Source: an optimization exercise on an open RTL-to-GDS flow (aim: small area). Production flows keep margins and buffers that such runs may drop.
The RTL was checked by simulation tests, not by an equivalence proof against the original design.
The flow treats the clock pin as an ideal source, which a real chip does not have.
Power is estimated from default activity; no workload was simulated.

==> inputs of job 6774 <==
## can_top
module can_top
( 
    wb_rst_i,
    wb_dat_i,
    wb_dat_o,
    wb_cyc_i,
    wb_stb_i,
    wb_we_i,
    wb_adr_i,
    wb_ack_o,
  clk_i,
  rx_i,
  tx_o,
  bus_off_on,
  irq_on,
  clkout_o
);
==> flow/config.mk <==
export PLATFORM = sky130hd
export DESIGN_NAME = can_top
export DESIGN_NICKNAME = can_top
export VERILOG_FILES = /design/flow/design.v
export SDC_FILE = /design/flow/constraint.sdc
export NUM_CORES = 4
export LEC_CHECK = 0
export CAP_MARGIN = 20
export CORE_MARGIN = 2
export CORE_UTILIZATION = 40
export PLACE_DENSITY = 0.6
export SLEW_MARGIN = 20
==> flow/constraint.sdc <==
create_clock -name core_clock -period 10.0 [get_ports {clk_i}]
set_input_delay 2.0000 -clock core_clock [delete_from_list [all_inputs] [get_ports {clk_i}]]
set_output_delay 2.0000 -clock core_clock [all_outputs]
set_load 0.01 [all_outputs]
run.sh (not shown) runs the stock make flow with config.mk's settings and CLKGATE_MAP_FILE= SYNTH_SCRIPT=/design/flow/synth_recipe.tcl, a recipe that flattens the netlist after the stock synthesis.
==> job 4345: changes against job 6774 <==
--- a/flow/design.v
+++ b/flow/design.v
@@ -1845,46 +1845,52 @@
 assign basic_chain = {r_tx_data_1[7:4], 2'h0, r_tx_data_1[3:0], r_tx_data_0[7:0], 1'b0};
 assign basic_chain_data = {r_tx_data_9, r_tx_data_8, r_tx_data_7, r_tx_data_6, r_tx_data_5, r_tx_data_4, r_tx_data_3, r_tx_data_2};
 assign extended_chain_std = {r_tx_data_0[7:4], 2'h0, r_tx_data_0[1], r_tx_data_2[2:0], r_tx_data_1[7:0], 1'b0};
 assign extended_chain_ext = {r_tx_data_0[7:4], 2'h0, r_tx_data_0[1], r_tx_data_4[4:0], r_tx_data_3[7:0], r_tx_data_2[7:3], 1'b1, 1'b1, r_tx_data_2[2:0], r_tx_data_1[7:0], 1'b0};
 assign extended_chain_data_std = {r_tx_data_10, r_tx_data_9, r_tx_data_8, r_tx_data_7, r_tx_data_6, r_tx_data_5, r_tx_data_4, r_tx_data_3};
 assign extended_chain_data_ext = {r_tx_data_12, r_tx_data_11, r_tx_data_10, r_tx_data_9, r_tx_data_8, r_tx_data_7, r_tx_data_6, r_tx_data_5};
-always @ (extended_mode or rx_data or tx_pointer or extended_chain_data_std or extended_chain_data_ext or rx_crc or r_calculated_crc or
-          r_tx_data_0   or extended_chain_ext or extended_chain_std or basic_chain_data or basic_chain or
+wire    [3:0] tx_byte_idx = {1'b0, tx_pointer[5:3]} + (extended_mode ? (tx_data_0[7] ? 4'd5 : 4'd3) : 4'd2);
+reg     [7:0] tx_byte;
+always @ (tx_byte_idx or tx_data_2 or tx_data_3 or tx_data_4 or tx_data_5 or tx_data_6 or tx_data_7 or
+          tx_data_8 or tx_data_9 or tx_data_10 or tx_data_11 or tx_data_12)
+begin
+  case (tx_byte_idx)
+    4'd2    : tx_byte = tx_data_2;
+    4'd3    : tx_byte = tx_data_3;
+    4'd4    : tx_byte = tx_data_4;
+    4'd5    : tx_byte = tx_data_5;
+    4'd6    : tx_byte = tx_data_6;
+    4'd7    : tx_byte = tx_data_7;
+    4'd8    : tx_byte = tx_data_8;
+    4'd9    : tx_byte = tx_data_9;
+    4'd10   : tx_byte = tx_data_10;
+    4'd11   : tx_byte = tx_data_11;
+    4'd12   : tx_byte = tx_data_12;
+    default : tx_byte = 8'hxx;
+  endcase
+end
+wire          tx_data_bit = tx_byte[~tx_pointer[2:0]];
+always @ (extended_mode or rx_data or tx_pointer or tx_data_bit or rx_crc or r_calculated_crc or
+          r_tx_data_0   or extended_chain_ext or extended_chain_std or basic_chain or
           finish_msg)
 begin
-  if (extended_mode)
+  if (rx_data)   
+    tx_bit = tx_data_bit;
+  else if (rx_crc)
+    tx_bit = r_calculated_crc[tx_pointer];
+  else if (finish_msg)
+    tx_bit = 1'b1;
+  else if (extended_mode)
     begin
-      if (rx_data)   
-        if (r_tx_data_0[0])     
-          tx_bit = extended_chain_data_ext[tx_pointer];
-        else
-          tx_bit = extended_chain_data_std[tx_pointer];
-      else if (rx_crc)
-        tx_bit = r_calculated_crc[tx_pointer];
-      else if (finish_msg)
-        tx_bit = 1'b1;
+      if (r_tx_data_0[0])     
+        tx_bit = extended_chain_ext[tx_pointer];
       else
-        begin
-          if (r_tx_data_0[0])     
-            tx_bit = extended_chain_ext[tx_pointer];
-          else
-            tx_bit = extended_chain_std[tx_pointer];
-        end
+        tx_bit = extended_chain_std[tx_pointer];
     end
   else   
-    begin
-      if (rx_data)   
-        tx_bit = basic_chain_data[tx_pointer];
-      else if (rx_crc)
-        tx_bit = r_calculated_crc[tx_pointer];
-      else if (finish_msg)
-        tx_bit = 1'b1;
-      else
-        tx_bit = basic_chain[tx_pointer];
-    end
+    tx_bit = basic_chain[tx_pointer];
 end
 assign limited_tx_cnt_ext = tx_data_0[3] ? 6'h3f : ((tx_data_0[2:0] <<3) - 1'b1);
 assign limited_tx_cnt_std = tx_data_1[3] ? 6'h3f : ((tx_data_1[2:0] <<3) - 1'b1);
 assign rst_tx_pointer = ((~bit_de_stuff_tx) & tx_point & (~rx_data) &   extended_mode  &   r_tx_data_0[0]   & tx_pointer == 6'd38             ) |    
                         ((~bit_de_stuff_tx) & tx_point & (~rx_data) &   extended_mode  & (~r_tx_data_0[0])  & tx_pointer == 6'd18             ) |    
                         ((~bit_de_stuff_tx) & tx_point & (~rx_data) & (~extended_mode)                      & tx_pointer == 6'd18             ) |    
==> flow/flow/run.sh (new file) <==
#!/bin/bash
# Own layout flow: the standard flow (standard.sh, unchanged synthesis), with
# clock tree synthesis run without dummy loads and with larger sink clusters.
set -euo pipefail
WORK=$(pwd)
export CTS_ARGS="-sink_clustering_enable -repair_clock_nets -dont_use_dummy_load -buf_list sky130_fd_sc_hd__clkbuf_16 -sink_clustering_size 26 -sink_clustering_max_diameter 80"
bash standard.sh > "$WORK/standard_flow.log" 2>&1
test -f "$WORK/out/final.def"
==> flow/standard.sh (new file) <==
#!/bin/bash
# synth_recipe.tcl (not shown) runs the flow's synth.tcl, then flattens the netlist and writes it again
# the make line also repeats each setting of config.mk as NAME=value (left out here)
make -C /OpenROAD-flow-scripts/flow DESIGN_CONFIG=/design/flow/config.mk WORK_HOME=/design/flow/orfs CLKGATE_MAP_FILE= SYNTH_SCRIPT=/design/flow/synth_recipe.tcl "${@:-finish}"
Settings changed: CORE_UTILIZATION 40 to 60, PLACE_DENSITY 0.6 to 0.75.
removed: flow/run.sh
==> summary.txt <==
Outcome
  • Status: timing/DRC/antenna clean

Finish
  • Register Area: 41600 um2
  • Final Util: 64.1%
  • Inverters: 148
  • Final Cell Area: 71200 um2

Synthesis
  • Simple-gate portion of the synthesized area: 9.73%
  • Mean Syn Cell Area: 13.5 um2

Floorplan
  • Site Rows: 122
  • Chip Height: 339 um

Pwr
  • Switching power: 2220 uW

Place
  • Post-DP HPWL: 133000 um
# the run above: job 4345

==> summary.txt <==
Pwr
  • Switching power: 2830 uW

Finish
  • Register Area: 41600 um2
  • Final Util: 45.3%

STA
  • Worst Max-Slew Pin Slew: 1.21 ns
  • Final hold vios: 0

Synthesis
  • Simple-gate portion of the synthesized area: 9.48%
  • Post-synth top area cell: edfxtp_1
  • Mean Syn Cell Area: 13.9 um2
  • Commonest cells in the netlist: edfxtp_1, nor2_1, nand2_1, dfrtp_1, mux4_2

Outcome
  • Status: timing/DRC/antenna clean
# the run above: job 6774


---

==> v35: inputs <==
Another version of the RTL of can_top (not shown whole).
==> module can_fifo, before the edit <==
module can_fifo
( 
  clk,
  rst,
  wr,
  data_in,
  addr,
  data_out,
  fifo_selected,
  reset_mode,
  release_buffer,
  extended_mode,
  overrun,
  info_empty,
  info_cnt
);
parameter Tp = 1;
input         clk;
input         rst;
input         wr;
input   [7:0] data_in;
input   [5:0] addr;
input         reset_mode;
input         release_buffer;
input         extended_mode;
input         fifo_selected;
output  [7:0] data_out;
output        overrun;
output        info_empty;
output  [6:0] info_cnt;
  reg     [7:0] fifo [0:63];
  reg     [3:0] length_fifo[0:63];
  reg           overrun_info[0:63];
reg     [5:0] rd_pointer;
reg     [5:0] wr_pointer;
reg     [5:0] read_address;
reg     [5:0] wr_info_pointer;
reg     [5:0] rd_info_pointer;
reg           wr_q;
reg     [3:0] len_cnt;
reg     [6:0] fifo_cnt;
reg     [6:0] info_cnt;
reg           latch_overrun;
reg           initialize_memories;
wire    [3:0] length_info;
wire          write_length_info;
wire          fifo_empty;
wire          fifo_full;
wire          info_full;
assign write_length_info = (~wr) & wr_q;
always @ (posedge clk or posedge rst)
begin
  if (rst)
    wr_q <= 1'b0;
  else if (reset_mode)
    wr_q <= 1'b0;
  else
    wr_q <= wr;
end
always @ (posedge clk or posedge rst)
begin
  if (rst)
    len_cnt <= 4'h0;
  else if (reset_mode | write_length_info)
    len_cnt <= 4'h0;
  else if (wr & (~fifo_full))
    len_cnt <= len_cnt + 1'b1;
end
always @ (posedge clk or posedge rst)
begin
  if (rst)
    wr_info_pointer <= 6'h0;
  else if (write_length_info & (~info_full) | initialize_memories)
    wr_info_pointer <= wr_info_pointer + 1'b1;
  else if (reset_mode)
    wr_info_pointer <= rd_info_pointer;
end
always @ (posedge clk or posedge rst)
begin
  if (rst)
    rd_info_pointer <= 6'h0;
  else if (release_buffer & (~info_full))
    rd_info_pointer <= rd_info_pointer + 1'b1;
end
always @ (posedge clk or posedge rst)
begin
  if (rst)
    rd_pointer <= 5'h0;
  else if (release_buffer & (~fifo_empty))
    rd_pointer <= rd_pointer + {2'h0, length_info};
end
always @ (posedge clk or posedge rst)
begin
  if (rst)
    wr_pointer <= 5'h0;
  else if (reset_mode)
    wr_pointer <= rd_pointer;
  else if (wr & (~fifo_full))
    wr_pointer <= wr_pointer + 1'b1;
end
always @ (posedge clk or posedge rst)
begin
  if (rst)
    latch_overrun <= 1'b0;
  else if (reset_mode | write_length_info)
    latch_overrun <= 1'b0;
  else if (wr & fifo_full)
    latch_overrun <= 1'b1;
end
always @ (posedge clk or posedge rst)
begin
  if (rst)
    fifo_cnt <= 7'h0;
  else if (reset_mode)
    fifo_cnt <= 7'h0;
  else if (wr & (~release_buffer) & (~fifo_full))
    fifo_cnt <= fifo_cnt + 1'b1;
  else if ((~wr) & release_buffer & (~fifo_empty))
    fifo_cnt <= fifo_cnt - {3'h0, length_info};
  else if (wr & release_buffer & (~fifo_full) & (~fifo_empty))
    fifo_cnt <= fifo_cnt - {3'h0, length_info} + 1'b1;
end
assign fifo_full = fifo_cnt == 7'd64;
assign fifo_empty = fifo_cnt == 7'd0;
always @ (posedge clk or posedge rst)
begin
  if (rst)
    info_cnt <= 7'h0;
  else if (reset_mode)
    info_cnt <= 7'h0;
  else if (write_length_info ^ release_buffer)
    begin
      if (release_buffer & (~info_empty))
        info_cnt <= info_cnt - 1'b1;
      else if (write_length_info & (~info_full))
        info_cnt <= info_cnt + 1'b1;
    end
end
assign info_full = info_cnt == 7'd64;
assign info_empty = info_cnt == 7'd0;
always @ (extended_mode or rd_pointer or addr)
begin
  if (extended_mode)       
    read_address = rd_pointer + (addr - 6'd16);
  else                     
    read_address = rd_pointer + (addr - 6'd20);
end
always @ (posedge clk or posedge rst)
begin
  if (rst)
    initialize_memories <= 1'b1;
  else if (&wr_info_pointer)
    initialize_memories <= 1'b0;
end
  always @ (posedge clk)
  begin
    if (wr & (~fifo_full))
      fifo[wr_pointer] <= data_in;
  end
  wire   [63:0] rd_sel = 64'h1 << read_address;
  reg     [7:0] data_out_r;
  integer       ri;
  always @*
  begin
    data_out_r = 8'h0;
    for (ri = 0; ri < 64; ri = ri + 1)
      data_out_r = data_out_r | (fifo[ri] & {8{rd_sel[ri]}});
  end
  assign data_out = data_out_r;
  always @ (posedge clk)
  begin
    if (write_length_info & (~info_full) | initialize_memories)
      length_fifo[wr_info_pointer] <= len_cnt & {4{~initialize_memories}};
  end
  wire   [63:0] info_sel = 64'h1 << rd_info_pointer;
  reg     [4:0] info_out_r;
  integer       ii;
  always @*
  begin
    info_out_r = 5'h0;
    for (ii = 0; ii < 64; ii = ii + 1)
      info_out_r = info_out_r | ({overrun_info[ii], length_fifo[ii]} & {5{info_sel[ii]}});
  end
  assign length_info = info_out_r[3:0];
  always @ (posedge clk)
  begin
    if (write_length_info & (~info_full) | initialize_memories)
      overrun_info[wr_info_pointer] <= (latch_overrun | (wr & fifo_full)) & (~initialize_memories);
  end
  assign overrun = info_out_r[4];
endmodule
Settings: LEC_CHECK=0, CAP_MARGIN=20, CORE_MARGIN=2, CORE_UTILIZATION=40, CTS_BUF_LIST=sky130_fd_sc_hd__clkbuf_16, CTS_CLUSTER_DIAMETER=120, CTS_CLUSTER_SIZE=22, PLACE_DENSITY=0.6, SLEW_MARGIN=20; clock period 10.0 ns.
Stock flow here: none of the scripts above is used.
==> v18: changes against v35 <==
--- a/flow/design.v
+++ b/flow/design.v
@@ -517,14 +517,5 @@
       fifo[wr_pointer] <= data_in;
   end
-  wire   [63:0] rd_sel = 64'h1 << read_address;
-  reg     [7:0] data_out_r;
-  integer       ri;
-  always @*
-  begin
-    data_out_r = 8'h0;
-    for (ri = 0; ri < 64; ri = ri + 1)
-      data_out_r = data_out_r | (fifo[ri] & {8{rd_sel[ri]}});
-  end
-  assign data_out = data_out_r;
+  assign data_out = fifo[read_address];
   always @ (posedge clk)
   begin
@@ -532,14 +523,5 @@
       length_fifo[wr_info_pointer] <= len_cnt & {4{~initialize_memories}};
   end
-  wire   [63:0] info_sel = 64'h1 << rd_info_pointer;
-  reg     [4:0] info_out_r;
-  integer       ii;
-  always @*
-  begin
-    info_out_r = 5'h0;
-    for (ii = 0; ii < 64; ii = ii + 1)
-      info_out_r = info_out_r | ({overrun_info[ii], length_fifo[ii]} & {5{info_sel[ii]}});
-  end
-  assign length_info = info_out_r[3:0];
+  assign length_info = length_fifo[rd_info_pointer];
   always @ (posedge clk)
   begin
@@ -547,5 +529,5 @@
       overrun_info[wr_info_pointer] <= (latch_overrun | (wr & fifo_full)) & (~initialize_memories);
   end
-  assign overrun = info_out_r[4];
+  assign overrun = overrun_info[rd_info_pointer];
 endmodule
 `timescale 1ns/10ps
==> flow/flow/run.sh (new file) <==
#!/bin/bash
# Own layout flow: the standard flow, with clock tree synthesis run without
# dummy loads and with larger sink clusters, and a power-recovery resizing pass
# (downsizing gates off the critical path) after CTS.
set -euo pipefail
WORK=$(pwd)
export CTS_ARGS="-sink_clustering_enable -repair_clock_nets -dont_use_dummy_load -buf_list sky130_fd_sc_hd__clkbuf_16 -sink_clustering_size 22 -sink_clustering_max_diameter 120"
export POST_CTS_TCL="$WORK/flow/post_cts.tcl"
bash standard.sh > "$WORK/standard_flow.log" 2>&1
test -f "$WORK/out/final.def"
==> flow/flow/post_cts.tcl (new file) <==
# Downsize gates that have timing slack, then re-legalize the placement.
puts "post_cts: area before recover_power [rsz::design_area]"
repair_timing -recover_power 100
detailed_placement
check_placement -verbose
puts "post_cts: area after recover_power [rsz::design_area]"
==> flow/standard.sh (new file) <==
#!/bin/bash
# synth_recipe.tcl (not shown) runs the flow's synth.tcl, then flattens the netlist and writes it again
# the make line also repeats each setting of config.mk as NAME=value (left out here)
make -C /OpenROAD-flow-scripts/flow DESIGN_CONFIG=/design/flow/config.mk WORK_HOME=/design/flow/orfs CLKGATE_MAP_FILE= SYNTH_SCRIPT=/design/flow/synth_recipe.tcl "${@:-finish}"
CTS_BUF_LIST = not set   (was sky130_fd_sc_hd__clkbuf_16)
CTS_CLUSTER_DIAMETER = not set   (was 120)
CTS_CLUSTER_SIZE = not set   (was 22)
removed: flow/run.sh
==> comparison table <==
Met3 usage: v35 0.0562; v18 0.0338
Highest clock frequency the design can meet: v35 121 MHz; v18 162 MHz
Slowest cell on the critical path: v35 sky130_fd_sc_hd__clkdlybuf4s50_1; v18 sky130_fd_sc_hd__dlygate4sd3_1
Leakage power summed over all cells: v35 25.3 nW; v18 22.3 nW
Power density relative to cell area: v35 145 nW/µm²; v18 140 nW/µm²
Overall track demand over capacity in global routing: v35 0.292; v18 0.231
Fraction of power consumed by the clock network: v35 0.329; v18 0.320
Final Instance Count excl. Fillers: v35 7,730; v18 7,012
Cell count after synthesis: v35 5,503; v18 4,862
Non-Clock Inverter Count: v35 127; v18 121
Net Sw Frac: v35 0.239; v18 0.218
Met1 GRT Util: v35 0.394; v18 0.324
Proportion of synthesized area in mux cells: v35 0.0530; v18 0.126
First-pass GRT wire length: v35 363 mm; v18 295 mm
Internal cell power: v35 8.07 mW; v18 7.97 mW
R2R Path End: v35 data_out[3]; v18 i_can_bsp.i_can_fifo.fifo_cnt[4]
Run status: v35 complete, no violations; v18 complete, no violations
Area of the die: v35 172,000 µm²; v18 172,000 µm²
Relative slew slack: v35 0.187; v18 0.171
Design Power: v35 10.6 mW; v18 10.2 mW
Antenna cells: v35 3; v18 5
Share of final layout cell area taken by clock buffers and inverters: v35 0.0313; v18 0.0266
First-iteration detailed-routing DRC count: v35 8,061; v18 5,177
Detailed placement HPWL: v35 179 mm; v18 139 mm
Area growth, synth to finish: v35 8.53%; v18 7.54%
Register area: v35 41,600 µm²; v18 41,600 µm²
Gp weighted congestion: v35 1.06; v18 1.04

separate check: timing with driven ports:
No port has a modelled driver above. Below, the same layouts with a new extraction and two added sets of constraints.
Step 1 assumes that a clkbuf_16 drives the clock port and a buf_2 every other input.
Step 2 also shifts input and output timing later by t, the mid clock arrival at the registers, as if the neighbouring blocks saw the same clock.
Slacks: ideal ports / drivers / drivers and shift; pairs: ideal ports / drivers.
run	shift t [ns]	setup slack, ns	pins driven straight from the clock port
job 6774	0.884	4.060 / 4.031 / 3.147	1
job 4345	0.740	4.054 / 4.023 / 3.283	1
v35	0.811	1.740 / 1.805 / 0.994	1
v18	0.764	3.811 / 3.836 / 3.072	1
After both steps every run listed still meets setup and hold. The setup slack of job 6774, which loses most, moves by -0.029 ns with the drivers and by -0.913 ns with both steps.
